What follows belongs to an exercise in optimizing a design on an open flow for a short achievable clock period and few clock cycles per item; a production flow would make more cautious choices.
The RTL was checked by simulation tests, not by an equivalence proof against the original design.

==> run a: inputs <==
==> flow/design.v <==
`timescale 1ns / 1ps
module divider#(
  parameter WIDTH    = 32,
  parameter CACHING  =  0,  
  parameter INIT_VLD =  0  
)(
  input clk, 
  input rst, 
  input start, 
  input      [WIDTH-1:0] dividend, 
  input      [WIDTH-1:0] divisor, 
  output reg [WIDTH-1:0] quotient, 
  output     [WIDTH-1:0] remainder, 
  output reg zeroErr, 
  output valid
);
  localparam IDLE = 0,
             PREP = 1,
             CALC = 2;
  reg [1:0] state;
  reg [WIDTH-1:0] dividendOp; 
  reg [WIDTH  :0] divisorOp; 
  localparam C_WIDTH = $clog2(WIDTH)+1;
  reg [C_WIDTH-1:0] shiftCounter;
  always@(posedge clk) begin
    if(state == IDLE) begin
      shiftCounter <= 0;
    end case(state)
      PREP: shiftCounter <= shiftCounter+1;
      CALC: shiftCounter <= shiftCounter-1;
    endcase
  end
  wire zeroDivide = divisor == 0;
  wire useCache;  
  wire startCalculation = !zeroDivide && start && !(CACHING && useCache);
  wire subtract  = {1'b0,dividendOp} >= divisorOp && state == CALC;
  wire stopShift = dividendOp < (divisorOp<<1);
  generate  
    if(INIT_VLD) begin
      assign valid = state == IDLE && !start;
    end else begin
      reg valid_en;
      assign valid = valid_en && !start && state == IDLE;
      always@(posedge clk) begin
        if(rst) begin
          valid_en <= 0;
        end else begin
          valid_en <= valid_en || start;
        end
      end
    end
  endgenerate
  always@(posedge clk) begin
    if(rst) begin
      zeroErr <= 0;
    end else begin
      zeroErr <= start && state == IDLE ? zeroDivide : zeroErr;
    end
  end
  always@(posedge clk) begin
    if(startCalculation) begin
      divisorOp <= divisor;
    end else case(state)
      PREP: divisorOp <= divisorOp<<1;
      CALC: divisorOp <= divisorOp>>1;
    endcase
  end
  always@(posedge clk) begin
    if(startCalculation) begin
      dividendOp <= dividend;
    end else begin
      dividendOp <= subtract ? dividendOp-divisorOp : dividendOp; 
    end
  end
  always@(posedge clk) begin
    if(state == PREP) begin
      quotient <= 0;
    end else begin
      quotient <= state == CALC ? (quotient<<1) | subtract : quotient;
    end
  end
  assign remainder = dividendOp;
  always@(posedge clk) begin
    if(rst) begin
      state <= IDLE;
    end else case(state)
      IDLE: state <=  startCalculation ? PREP : state;
      PREP: state <=         stopShift ? CALC : state;
      CALC: state <= shiftCounter == 0 ? IDLE : state;
    endcase
  end
  generate  
    if(CACHING) begin
      reg [WIDTH-1:0] dividend_cached, divisor_cached;
      assign useCache = (dividend == dividend_cached) && (divisor == divisor_cached);
      always@(posedge clk) begin
        if (rst) begin
          dividend_cached <= 0;
          divisor_cached  <= 0;
        end else begin
          dividend_cached <= startCalculation && state == IDLE ? dividend : dividend_cached;
          divisor_cached  <= startCalculation && state == IDLE ? divisor  :  divisor_cached;
        end
      end
    end
  endgenerate
endmodule
==> flow/run.sh <==
#!/bin/bash
# synth_recipe.tcl (not shown) runs the flow's synth.tcl, then flattens the netlist and writes it again
# the make line also repeats each setting of config.mk as NAME=value (left out here)
make -C /OpenROAD-flow-scripts/flow DESIGN_CONFIG=/design/flow/config.mk WORK_HOME=/design/flow/orfs CLKGATE_MAP_FILE= SYNTH_SCRIPT=/design/flow/synth_recipe.tcl finish
==> flow/config.mk <==
export PLATFORM = sky130hd
export DESIGN_NAME = divider
export DESIGN_NICKNAME = divider
export VERILOG_FILES = /design/flow/design.v
export SDC_FILE = /design/flow/constraint.sdc
export NUM_CORES = 4
export LEC_CHECK = 0
export CAP_MARGIN = 20
export CORE_MARGIN = 2
export CORE_UTILIZATION = 40
export SLEW_MARGIN = 20
==> flow/constraint.sdc <==
create_clock -name core_clock -period 7.0 [get_ports {clk}]
set_input_delay 1.4000 -clock core_clock [delete_from_list [all_inputs] [get_ports {clk}]]
set_output_delay 1.4000 -clock core_clock [all_outputs]
set_load 0.01 [all_outputs]
==> run b (differences from run a) <==
==> flow/design.v (replaced) <==
`timescale 1ns / 1ps
module divider#(
  parameter WIDTH    = 32,
  parameter CACHING  =  0,
  parameter INIT_VLD =  0
)(
  input clk,
  input rst,
  input start,
  input      [WIDTH-1:0] dividend,
  input      [WIDTH-1:0] divisor,
  output     [WIDTH-1:0] quotient,
  output     [WIDTH-1:0] remainder,
  output reg zeroErr,
  output valid
);
  localparam K  = 4;
  localparam ND = 32 / K;        
  localparam NM = (1 << K) - 1;  
  localparam MW = 32 + K;        
  reg          vld;
  reg    [3:0] cnt;
  reg   [31:0] P;                
  reg   [31:0] AQ;               
  reg [MW*NM-1:0] M;             
  assign valid     = vld;
  assign quotient  = AQ;
  assign remainder = P;
  wire [ND:0] lt;                
  genvar c, j;
  generate
    for (c = 0; c <= ND; c = c + 1) begin : g_lt
      if (c == ND) begin : g_last
        assign lt[c] = divisor != 0;
      end else begin : g_mid
        assign lt[c] = (dividend >> (K*c)) < divisor;
      end
    end
  endgenerate
  wire [ND:0] first = lt & ~{lt[ND-1:0], 1'b0};
  wire zeroDivide = divisor == 0;
  reg [31:0] alP, alAQ;
  reg [3:0]  alCnt;
  integer i;
  always @* begin
    alP = 0; alAQ = 0; alCnt = 0;
    for (i = 0; i <= ND; i = i + 1) begin
      if (first[i]) begin
        alP   = alP  | (dividend >> (K*i));
        alAQ  = alAQ | (dividend << (32 - K*i));
        alCnt = alCnt | i[3:0];
      end
    end
  end
  function [MW-1:0] mult(input [31:0] d, input integer jj);
    reg [MW-1:0] x, a, b, e, s, cy;
    begin
      x = {{K{1'b0}}, d};
      case (jj)
        11: begin a = x << 3; b = x << 1; e = x; end
        13: begin a = x << 3; b = x << 2; e = x; end
        default: begin a = 0; b = 0; e = 0; end
      endcase
      s  = a ^ b ^ e;
      cy = ((a & b) | (a & e) | (b & e)) << 1;
      case (jj)
        1:  mult = x;
        2:  mult = x << 1;
        3:  mult = (x << 1) + x;
        4:  mult = x << 2;
        5:  mult = (x << 2) + x;
        6:  mult = (x << 2) + (x << 1);
        7:  mult = (x << 3) - x;
        8:  mult = x << 3;
        9:  mult = (x << 3) + x;
        10: mult = (x << 3) + (x << 1);
        12: mult = (x << 3) + (x << 2);
        14: mult = (x << 4) - (x << 1);
        15: mult = (x << 4) - x;
        default: mult = s + cy;
      endcase
    end
  endfunction
  wire [MW-1:0] PS = {P, AQ[31:32-K]};
  wire [NM:0]   ge;              
  wire [31:0]   diff [0:NM];
  assign ge[0] = 1'b1;
  assign diff[0] = PS[31:0];
  generate
    for (j = 1; j <= NM; j = j + 1) begin : g_sub
      wire [MW:0] d = {1'b0, PS} - {1'b0, M[MW*(j-1) +: MW]};
      assign ge[j]   = ~d[MW];
      assign diff[j] = d[31:0];
    end
  endgenerate
  wire [NM:0] sel = ge & ~{1'b0, ge[NM:1]};
  reg [31:0] nextP;
  reg [K-1:0] digit;
  always @* begin
    nextP = 0; digit = 0;
    for (i = 0; i <= NM; i = i + 1) begin
      if (sel[i]) begin
        nextP = nextP | diff[i];
        digit = digit | i[K-1:0];
      end
    end
  end
  always @(posedge clk) begin
    if (rst) begin
      vld <= 1'b0;
      cnt <= 0;
    end else if (start) begin
      vld <= zeroDivide | lt[0];
      cnt <= zeroDivide ? 4'd0 : alCnt;
    end else if (cnt != 0) begin
      cnt <= cnt - 1'b1;
      if (cnt == 1) vld <= 1'b1;
    end
  end
  always @(posedge clk) begin
    if (rst) zeroErr <= 1'b0;
    else if (start) zeroErr <= zeroDivide;
  end
  integer m;
  always @(posedge clk) begin
    if (start) begin
      for (m = 1; m <= NM; m = m + 1)
        M[MW*(m-1) +: MW] <= mult(divisor, m);
    end
  end
  always @(posedge clk) begin
    if (start) begin
      P  <= alP;
      AQ <= alAQ;
    end else if (cnt != 0) begin
      P  <= nextP;
      AQ <= {AQ[31-K:0], digit};
    end
  end
endmodule
CORE_UTILIZATION = 70   (was 40)
PLACE_DENSITY = 0.8   (was not set)
SETUP_SLACK_MARGIN = 4.5   (was not set)
==> notes <==
Run a went through all stages and came out clean. Run b ended with an error in global routing (5_1_grt) with GRT-0116.
In area after synthesis, run b is at 7.4 times the value of run a.
The synthesized cell count of run b is 8.4 times that of run a.
Testbench counts of run a, summed over its fixed seeds: cycles 50,286, items 3,200.
Testbench counts of run b, summed over its fixed seeds: cycles 8,936, items 3,200.

## port drivers added, routing unchanged
In the flow no input, the clock included, has a driving cell. The finished layout below was timed again as built, in two steps.
Step 1 (the two cells are an assumption about what drives the block):
set clk [get_ports {clk}]
set_driving_cell -lib_cell sky130_fd_sc_hd__clkbuf_16 $clk
set_driving_cell -lib_cell sky130_fd_sc_hd__buf_2 [delete_from_list [all_inputs] $clk]
Step 2, shift: input delay + t, output delay - t, t = (earliest + latest rising clock arrival at the registers) / 2. This alone moves slack from input paths to output paths.
a / b / c = no drivers / after step 1 / after step 2; a / b = the first two.
run: run a
shift t [ns]: 0.409
slack for setup (ns): 2.907 / 2.873 / 2.582
worst setup path at the end: input to register
After both steps setup and hold are still met in run a. For run a, drivers alone change the setup slack by -0.034 ns; drivers and shift together by -0.325 ns.
